This design comes from an exercise in tuning for small area on the open sky130 flow, not from production work. RTL that was checked went through simulation tests only; none was proved equivalent to the original. No driver is modelled on the clock port, so clocking that relies on it looks cheaper here than on a real chip.

== the previous run ==
==> flow/design.v <==
`timescale 1ns / 1ps
`default_nettype none
module cic_filter# (
parameter INPUT_DATA_WIDTH = 16,
parameter DECIMATION_RATIO_R = 2048,
parameter NUMBER_OF_STAGES_N = 5,
parameter OUTPUT_DATA_WIDTH = 32
)(
    input wire i_clk,
    input wire i_resetn,
    input wire signed [INPUT_DATA_WIDTH - 1 : 0] i_data,
    output wire o_clk,
    output reg signed [OUTPUT_DATA_WIDTH - 1 : 0] o_data
);
localparam W  = 71;      
localparam SW = 12;      
localparam NS = 6;       
localparam QL = 208;     
reg [10:0] r_cnt;
always @(posedge i_clk or negedge i_resetn) begin
    if (~i_resetn) r_cnt <= 11'd0;
    else           r_cnt <= r_cnt + 11'd1;
end
assign o_clk = r_cnt[10];
reg r_ready;
always @(posedge i_clk or negedge i_resetn) begin
    if (~i_resetn) r_ready <= 1'b0;
    else           r_ready <= r_ready | r_cnt[9];
end
wire [NS-1:0] w_dump;
genvar gs;
generate
    for (gs = 0; gs < NS; gs = gs + 1) begin : DUMP
        assign w_dump[gs] = (r_cnt == 11'd1022 + gs);
    end
endgenerate
reg [3:0]    r_xd1;           
reg [NS-1:2] r_sgn;           
always @(posedge i_clk or negedge i_resetn) begin
    if (~i_resetn) begin
        r_xd1 <= 4'd0;
        r_sgn <= 0;
    end else begin
        r_xd1 <= i_data[15:12];
        r_sgn <= {r_sgn[NS-2:2], r_xd1[3]};
    end
end
reg  [5*W-1:0] r_int;
reg  [5*NS-1:0] r_cy;         
wire [5*W-1:0] w_sum;
wire [5*W-1:0] w_co;
genvar gi, gb;
generate
    for (gi = 0; gi < 5; gi = gi + 1) begin : INT
        for (gb = 0; gb < W; gb = gb + 1) begin : BIT
            wire a, b, ci;
            if (gi == 4)
                assign a = r_int[W*gi + gb] & ~w_dump[gb / SW];
            else
                assign a = r_int[W*gi + gb];
            if (gi == 0) begin
                if (gb < SW)        assign b = i_data[gb];
                else if (gb < 16)   assign b = r_xd1[gb - 12];
                else if (gb < 2*SW) assign b = r_xd1[3];
                else                assign b = r_sgn[gb / SW];
            end else begin
                assign b = r_int[W*(gi-1) + gb];
            end
            if (gb == 0)
                assign ci = 1'b0;
            else if (gb % SW == 0)
                assign ci = ~r_cy[NS*gi + gb / SW];
            else
                assign ci = w_co[W*gi + gb - 1];
            assign w_sum[W*gi + gb] = a ^ b ^ ci;
            assign w_co[W*gi + gb]  = (a & b) | (a & ci) | (b & ci);
        end
    end
endgenerate
integer ii, ss;
always @(posedge i_clk or negedge i_resetn) begin
    if (~i_resetn) begin
        r_int <= 0;
        r_cy  <= {5*NS{1'b1}};
    end else begin
        r_int <= w_sum;
        for (ii = 0; ii < 5; ii = ii + 1)
            for (ss = 1; ss < NS; ss = ss + 1)
                r_cy[NS*ii + ss] <= ~w_co[W*ii + SW*ss - 1];
    end
end
localparam CL = W - NS + 1;   
reg  [CL-1:0] r_cap;
reg  [CL-1:0] w_cap_nxt;
integer pp, s2;
always @* begin
    for (pp = 0; pp < CL; pp = pp + 1) begin
        w_cap_nxt[pp] = (pp < CL-1) ? r_cap[(pp < CL-1) ? pp+1 : pp] : 1'b0;
        for (s2 = 0; s2 < NS; s2 = s2 + 1)
            if (((pp + s2) / SW == s2) && (pp + s2 < W) && w_dump[s2])
                w_cap_nxt[pp] = r_int[W*4 + pp + s2];
    end
end
always @(posedge i_clk) r_cap <= w_cap_nxt;
wire w_first = (r_cnt == 11'd1023);
wire w_lo    = (r_cnt >= 11'd1023) && (r_cnt <= 11'd1086);
wire w_hi    = (r_cnt >= 11'd1087) && (r_cnt <= 11'd1093);
wire w_qwr   = (r_cnt >= 11'd1062) && (r_cnt <= 11'd1093);
reg [63:0] r_la [0:3];
reg [7:0]  r_lb [0:3];
reg [3:0]  r_br;              
wire [4:0] w_n;               
wire [3:0] w_s;
wire [3:0] w_bo;
assign w_n[0] = r_cap[0];
genvar gj;
generate
    for (gj = 0; gj < 4; gj = gj + 1) begin : COMB
        assign w_s[gj] = w_hi ? r_lb[gj][0] : r_la[gj][0];
        wire nb = ~w_s[gj];
        wire ci = w_first | r_br[gj];
        assign w_n[gj+1] = w_n[gj] ^ nb ^ ci;
        assign w_bo[gj]  = (w_n[gj] & nb) | (w_n[gj] & ci) | (nb & ci);
        always @(posedge i_clk) begin
            r_br[gj]  <= w_bo[gj];
            r_la[gj]  <= {w_lo ? w_n[gj] : (r_ready & r_la[gj][0]), r_la[gj][63:1]};
            r_lb[gj]  <= {w_hi ? w_n[gj] : (r_ready & r_lb[gj][0]), r_lb[gj][7:1]};
        end
    end
endgenerate
reg [QL-1:0] r_q;
always @(posedge i_clk)
    r_q <= {w_qwr ? w_n[4] : (r_ready & r_q[0]), r_q[QL-1:1]};
always @(posedge i_clk or negedge i_resetn) begin
    if (~i_resetn)
        o_data <= 0;
    else if (r_cnt == 11'd2047)
        o_data <= r_q[38:7];
end
endmodule
export LEC_CHECK = 0
export CAP_MARGIN = 20
export CORE_MARGIN = 2
export CORE_UTILIZATION = 40
export SLEW_MARGIN = 20
create_clock -name core_clock -period 6.0 [get_ports {i_clk}]
standard.sh (not shown) runs the stock make flow with config.mk's settings and CLKGATE_MAP_FILE= SYNTH_SCRIPT=/design/flow/synth_recipe.tcl, a recipe that flattens the netlist after the stock synthesis.
==> flow/flow/run.sh <==
#!/bin/bash
# Own layout flow: the standard ORFS flow (standard synthesis unchanged) with
#  - a clock tree of clkbuf_16 sink buffers on larger clusters and no dummy loads,
#  - the port buffers made with buf_1 instead of the default cell.
set -euo pipefail
cd "$(dirname "$0")/.."
CTS="-sink_clustering_enable -repair_clock_nets -buf_list sky130_fd_sc_hd__clkbuf_16"
CTS="$CTS -sink_clustering_size ${CTS_SIZE:-32} -sink_clustering_max_diameter ${CTS_DIAM:-120} -dont_use_dummy_load"
bash standard.sh "CTS_ARGS=$CTS" "BUFFER_PORTS_ARGS=-buffer_cell sky130_fd_sc_hd__buf_1" finish > standard_flow.log 2>&1
test -f out/final.def
#### Input delta (the current run over the previous run)
-- flow/design.v --
<<< the previous run, line 16
localparam SW = 12;      
localparam NS = 6;       
localparam QL = 208;     
reg [10:0] r_cnt;
always @(posedge i_clk or negedge i_resetn) begin
>>> the current run, line 16
localparam SW = 12;      
localparam NS = 6;       
localparam QL = 260;     
reg [10:0] r_cnt;
always @(posedge i_clk or negedge i_resetn) begin
<<< the previous run, line 91
end
localparam CL = W - NS + 1;   
reg  [CL-1:0] r_cap;
reg  [CL-1:0] w_cap_nxt;
integer pp, s2;
always @* begin
    for (pp = 0; pp < CL; pp = pp + 1) begin
        w_cap_nxt[pp] = (pp < CL-1) ? r_cap[(pp < CL-1) ? pp+1 : pp] : 1'b0;
        for (s2 = 0; s2 < NS; s2 = s2 + 1)
            if (((pp + s2) / SW == s2) && (pp + s2 < W) && w_dump[s2])
                w_cap_nxt[pp] = r_int[W*4 + pp + s2];
    end
end
always @(posedge i_clk) r_cap <= w_cap_nxt;
wire w_first = (r_cnt == 11'd1023);
wire w_lo    = (r_cnt >= 11'd1023) && (r_cnt <= 11'd1086);
>>> the current run, line 91
end
localparam CL = W - NS + 1;   
reg  [QL-1:0] r_q;
reg  [CL-1:0] w_cap_nxt;
wire w_qin;
integer pp, s2;
always @* begin
    for (pp = 0; pp < CL; pp = pp + 1) begin
        w_cap_nxt[pp] = r_q[pp+1];
        for (s2 = 0; s2 < NS; s2 = s2 + 1)
            if (((pp + s2) / SW == s2) && (pp + s2 < W))
                w_cap_nxt[pp] = w_cap_nxt[pp] | (w_dump[s2] & r_int[W*4 + pp + s2]);
    end
end
always @(posedge i_clk)
    r_q <= {w_qin, r_q[QL-1:CL+1], w_cap_nxt};
wire w_first = (r_cnt == 11'd1023);
wire w_lo    = (r_cnt >= 11'd1023) && (r_cnt <= 11'd1086);
<<< the previous run, line 113
wire [3:0] w_s;
wire [3:0] w_bo;
assign w_n[0] = r_cap[0];
genvar gj;
generate
>>> the current run, line 115
wire [3:0] w_s;
wire [3:0] w_bo;
assign w_n[0] = r_q[0];
genvar gj;
generate
<<< the previous run, line 129
    end
endgenerate
reg [QL-1:0] r_q;
always @(posedge i_clk)
    r_q <= {w_qwr ? w_n[4] : (r_ready & r_q[0]), r_q[QL-1:1]};
always @(posedge i_clk or negedge i_resetn) begin
    if (~i_resetn)
        o_data <= 0;
    else if (r_cnt == 11'd2047)
        o_data <= r_q[38:7];
end
endmodule
>>> the current run, line 131
    end
endgenerate
wire w_qclr = ~r_ready
            | ((r_cnt >= 11'd1023) && (r_cnt <= 11'd1061))    
            | ((r_cnt >= 11'd215)  && (r_cnt <= 11'd246));    
assign w_qin = w_qwr ? w_n[4] : (~w_qclr & r_q[0]);
always @(posedge i_clk or negedge i_resetn) begin
    if (~i_resetn)
        o_data <= 0;
    else if (r_cnt == 11'd2047)
        o_data <= r_q[246:215];
end
endmodule
[summary]
- Compared with the previous run, the current run ends up with less cell area.
- Comparing the current run against the previous run, there is no change at all in setup total negative slack.
- Of the current run and the previous run, it is the current run that has the lower sequential cell count.
- Measured against each other, the previous run and the current run differ in synthesized instance count, the lower figure coming from the current run.
- Arrival time of data at the critical path endpoint: higher on the previous run
- Measured against each other, the previous run and the current run differ in average vias per placed instance, the higher figure coming from the current run.
- When the current run is measured against the previous run, its pre-CTS worst setup slack turns out 0.19 ns lower.
The RTL of the previous run was laid out without a check of its function.

-- port drivers added, routing unchanged --
Ports are ideal in the flow. The routed layouts listed here were re-timed in OpenROAD. Step 1 sets driving cells, clkbuf_16 on the clock port and buf_2 on the other inputs (assumed; they add their load-dependent delay and slew). Step 2, shift: input delay + t, output delay - t, t = (earliest + latest rising clock arrival at the registers) / 2. This alone moves slack from input paths to output paths. Slacks: ideal ports / drivers / drivers and shift; pairs: ideal ports / drivers.
run | t, ns | setup slack, ns | hold WS [ns] | worst setup path at the end
the previous run | 0.614 | 0.168 / 0.168 / 0.104 | 0.302 / 0.302 / 0.302 | input to register
the current run | 0.625 | 0.169 / 0.169 / 0.040 | 0.284 / 0.284 / 0.284 | input to register
After both steps every run listed still meets setup and hold. For the current run, which loses most, drivers alone change the setup slack by 0.000 ns; drivers and shift together by -0.129 ns.
